Source: an optimization exercise on an open RTL-to-GDS flow (aim: small area). Production flows keep margins and buffers that such runs may drop.
Only simulation tests tie the RTL to the original design; equivalence was not proved.
Power and IR drop assume default switching activity.

## v21
Design MIPSProcessor, start of the top module:
module MIPSProcessor (
    input    wire               clk, rst,
    output   wire    [31:0]     imem_addr,
    input    wire    [31:0]     imem_rdata,
    output   wire    [31:0]     dmem_addr,
    output   wire    [31:0]     dmem_wdata,
    output   wire               dmem_we,
    input    wire    [31:0]     dmem_rdata
);
Size: ~1,600 cells after synthesis, roughly 1,100 flip-flops, roughly 160 I/O pins, about 26,000 um2 of cells after synthesis.
export LEC_CHECK = 0
export CAP_MARGIN = 20
export CORE_MARGIN = 2
export CORE_UTILIZATION = 75
export PLACE_DENSITY = 0.85
export SLEW_MARGIN = 20
create_clock -name core_clock -period 12.0 [get_ports {clk}]
standard.sh (not shown) runs the stock make flow with config.mk's settings and CLKGATE_MAP_FILE= SYNTH_SCRIPT=/design/flow/synth_recipe.tcl, a recipe that flattens the netlist after the stock synthesis.
==> flow/flow/run.sh <==
#!/bin/bash
set -e
cp standard.sh standard_sh.log
export BUFFER_PORTS_ARGS="-buffer_cell sky130_fd_sc_hd__buf_1"
export CTS_ARGS="-sink_clustering_enable -repair_clock_nets -dont_use_dummy_load -sink_clustering_size 30 -sink_clustering_max_diameter 60"
bash standard.sh > standard.log 2>&1
v21 reached the final stage; the timing, DRC and antenna checks on its layout passed.
Modified inputs, v42 compared to v21
Settings: CORE_UTILIZATION changed from 75 to 65; PLACE_DENSITY changed from 0.85 to 0.75.
==> flow/flow/run.sh <==
#!/bin/bash
set -e
cp standard.sh standard_sh.log
export BUFFER_PORTS_ARGS="-buffer_cell sky130_fd_sc_hd__buf_1"
export CTS_ARGS="-sink_clustering_enable -repair_clock_nets -dont_use_dummy_load -sink_clustering_size 30 -sink_clustering_max_diameter 60 -root_buf sky130_fd_sc_hd__clkbuf_8 -tree_buf sky130_fd_sc_hd__clkbuf_8"
bash standard.sh > standard.log 2>&1
--- outcome ---
For the count of clock-net buffers in the final layout, v42 came in about 2.2% higher than v21 did.
v42 has final cycle utilization of the critical path below what v21 had.
Changes observed in v42 relative to v21: first-iteration DRC count down about 37%; HPWL after detailed placement down 17%; combined global-route utilization of all metal layers down 11 points; peak supply drop down about 32%; placed standard-cell area up 0.32%.
v42 against v21: overall power after layout has decreased, area added between synthesis and finish shows an increase of 0.16 points, routed wire length lost about 25%, initial core utilization moved down.
--- input diff v42..v37 ---
==> flow/flow/run.sh <==
#!/bin/bash
set -e
cp standard.sh standard_sh.log
export BUFFER_PORTS_ARGS="-buffer_cell sky130_fd_sc_hd__buf_1"
export CTS_ARGS="-sink_clustering_enable -repair_clock_nets -dont_use_dummy_load -sink_clustering_size 30 -sink_clustering_max_diameter 60"
bash standard.sh > standard.log 2>&1
Findings:
Sort v42 and v37 by routed wire length asc -> top: v42. Layout-stage area growth over the synthesis result in v37 vs v42: up 0.21 points. Comparing v42 and v37, the lower hold slack is on v42. v37 vs. v42: met1 wire length now larger, row count comparable.

========
== v6 ==
Another version of the RTL of MIPSProcessor (not shown whole).
For scale: ~1600 cells after synthesis, about 1100 flip-flops, ~160 I/O pins.
clock: 12.0 ns
lec_check: 0
cap_margin: 20
core_margin: 2
core_utilization: 40
slew_margin: 20
==> flow/flow/run.sh <==
#!/bin/bash
# Standard ORFS layout (standard.sh), with two changes:
#  - port buffers use the smallest buffer cell instead of the resizer's pick
#  - clock tree: larger sink clusters and no dummy loads
set -e
cp standard.sh standard_sh.log
export BUFFER_PORTS_ARGS="-buffer_cell sky130_fd_sc_hd__buf_1"
export CTS_ARGS="-sink_clustering_enable -repair_clock_nets -dont_use_dummy_load -sink_clustering_size 25 -sink_clustering_max_diameter 80"
bash standard.sh > standard.log 2>&1
diff inputs: v6 => v7
- changing CORE_UTILIZATION from 40 to 65
- setting PLACE_DENSITY to 0.75 for the first time
==> flow/flow/run.sh <==
#!/bin/bash
set -e
cp standard.sh standard_sh.log
export BUFFER_PORTS_ARGS="-buffer_cell sky130_fd_sc_hd__buf_1"
export CTS_ARGS="-sink_clustering_enable -repair_clock_nets -dont_use_dummy_load -sink_clustering_size 30 -sink_clustering_max_diameter 60"
bash standard.sh > standard.log 2>&1
==> comparison <==
Die boundary height, v7 vs v6: down by more than 10%. Relative to v6, the final cell area reported for v7 is lower. Number of rows in the core area for v7: 21% down relative to v6.

========
MIPSProcessor, a different RTL version from the one above (not shown whole).
Size in the first run: about 1,700 cells after synthesis, about 160 I/O pins, roughly 27,000 um2 of cells after synthesis.
make LEC_CHECK=0 CAP_MARGIN=20 CORE_MARGIN=2 CORE_UTILIZATION=40 CTS_CLUSTER_DIAMETER=80 CTS_CLUSTER_SIZE=25 SLEW_MARGIN=20 finish   # period 12.0 ns
run.sh (not shown) runs the stock make flow with config.mk's settings and CLKGATE_MAP_FILE= SYNTH_SCRIPT=/design/flow/synth_recipe.tcl, a recipe that flattens the netlist after the stock synthesis.
Stock flow here: none of the scripts above is used.
Edit:
--- a/flow/config.mk
+++ b/flow/config.mk
@@ -10,4 +10,2 @@
 export CORE_UTILIZATION = 40
-export CTS_CLUSTER_DIAMETER = 80
-export CTS_CLUSTER_SIZE = 25
 export SLEW_MARGIN = 20
What happened:
- The new run completed with no timing, DRC or antenna violations
- cell count increases by 4.2%
- setup slack is worse by 0.083 ns
- worst hold slack improves by 0.016 ns
- fmax drops by 0.96%
- via count goes up by 3.5%
- utilization increases by 2.9 points
- register-to-register slack got worse by 0.03 ns

========
MIPSProcessor again, from the RTL that the note above started with.
==> flow/config.mk <==
export PLATFORM = sky130hd
export DESIGN_NAME = MIPSProcessor
export DESIGN_NICKNAME = MIPSProcessor
export VERILOG_FILES = /design/flow/design.v
export SDC_FILE = /design/flow/constraint.sdc
export NUM_CORES = 4
export LEC_CHECK = 0
export ABC_AREA = 1
export CAP_MARGIN = 20
export CORE_MARGIN = 2
export CORE_UTILIZATION = 40
export CTS_CLUSTER_DIAMETER = 80
export CTS_CLUSTER_SIZE = 25
export SLEW_MARGIN = 20
==> flow/constraint.sdc <==
create_clock -name core_clock -period 12.0 [get_ports {clk}]
set_input_delay 2.4000 -clock core_clock [delete_from_list [all_inputs] [get_ports {clk}]]
set_output_delay 2.4000 -clock core_clock [all_outputs]
set_load 0.01 [all_outputs]
The starting point completed with no timing, DRC or antenna violations.
Edit:
==> flow/flow/run.sh (new file) <==
#!/bin/bash
# Standard ORFS layout (standard.sh), with two changes:
#  - port buffers use the smallest buffer cell instead of the resizer's pick
#  - clock tree: larger sink clusters and no dummy loads
set -e
cp standard.sh standard_sh.log
export BUFFER_PORTS_ARGS="-buffer_cell sky130_fd_sc_hd__buf_1"
export CTS_ARGS="-sink_clustering_enable -repair_clock_nets -dont_use_dummy_load -sink_clustering_size 25 -sink_clustering_max_diameter 80"
bash standard.sh > standard.log 2>&1
==> flow/standard.sh (new file) <==
#!/bin/bash
# synth_recipe.tcl (not shown) runs the flow's synth.tcl, then flattens the netlist and writes it again
# the make line also repeats each setting of config.mk as NAME=value (left out here)
make -C /OpenROAD-flow-scripts/flow DESIGN_CONFIG=/design/flow/config.mk WORK_HOME=/design/flow/orfs CLKGATE_MAP_FILE= SYNTH_SCRIPT=/design/flow/synth_recipe.tcl "${@:-finish}"
ABC_AREA = unset   (was 1)
CTS_CLUSTER_DIAMETER = unset   (was 80)
CTS_CLUSTER_SIZE = unset   (was 25)
removed: flow/run.sh
What happened: The changed run finished with timing, DRC and antenna clean. Final cell count decreases by 8.8%. Setup slack is worse by 290 ps. Sequential share of layout area increases by 3.0 points. Synthesized cell count falls by 13%. Critical path depth is lower by 9. Total power fell by 4.0%.
Edit:
==> flow/run.sh (new file) <==
#!/bin/bash
# synth_recipe.tcl (not shown) runs the flow's synth.tcl, then flattens the netlist and writes it again
# the make line also repeats each setting of config.mk as NAME=value (left out here)
make -C /OpenROAD-flow-scripts/flow DESIGN_CONFIG=/design/flow/config.mk WORK_HOME=/design/flow/orfs CLKGATE_MAP_FILE= SYNTH_SCRIPT=/design/flow/synth_recipe.tcl finish
CTS_BUF_LIST = sky130_fd_sc_hd__clkbuf_4   (was unset)
removed: flow/flow/run.sh
removed: flow/standard.sh
Effect: The new run finished with timing, DRC and antenna clean; critical path depth drops by 1; cell area increases by 9.8%; power increases by about 20%; final cell count grows by 14%; via count increases by 12%; area after synthesis does not change; worst hold slack improves by 12 ps; clock skew came out higher by 22 ps.
Edit:
CTS_BUF_LIST = sky130_fd_sc_hd__clkbuf_2 sky130_fd_sc_hd__clkbuf_4 sky130_fd_sc_hd__clkbuf_8   (was sky130_fd_sc_hd__clkbuf_4)
The changed run went through all stages and came out clean.
Cell area climbs by 0.82%.
Via count drops by about 4.5%.
Routed wire length drops by 1.5%.
Sequential cell count does not change.
Area after synthesis does not change.
Synthesized cell count is unchanged.
Sequential power is about the same.
Core utilization climbs by 0.40 points.
Clock skew drops by 55 ps.

static timing again, ports no longer ideal:
How much do the figures lean on ideal ports? The routed layouts below were timed once more, with nothing changed but the port constraints.
Step 1, drivers: a clkbuf_16 drives clk and a buf_2 each remaining input, both assumed.
Step 2 times the ports against the registers' clock, not the clock port: input delays grow and output delays shrink by t, the midpoint of the rising clock arrivals with the driver on.
Slacks: no drivers / after step 1 / after step 2; pairs: no drivers / after step 1.
run	shift t [ns]	setup WS [ns]	pins driven straight from the clock port
v21	0.621	2.936 / 2.904 / 2.284	1
v42	0.743	3.295 / 3.273 / 2.530	1
v37	0.639	3.203 / 3.181 / 2.542	1
v6	0.642	3.184 / 3.150 / 2.508	1
v7	0.649	3.095 / 3.086 / 2.438	1
the first run of note 3	0.693	3.391 / 3.374 / 2.681	1
the second run of note 3	0.693	3.307 / 3.289 / 2.597	1
the first run of note 4	0.669	3.967 / 3.948 / 3.278	1
the second run of note 4	0.651	3.679 / 3.657 / 3.005	1
the third run of note 4	1.026	3.629 / 3.608 / 2.583	1
the fourth run of note 4	0.826	3.508 / 3.486 / 2.660	1
After both steps every run listed still meets setup and hold. The setup slack of the third run of note 4, which loses most, moves by -0.021 ns with the drivers and by -1.046 ns with both steps.
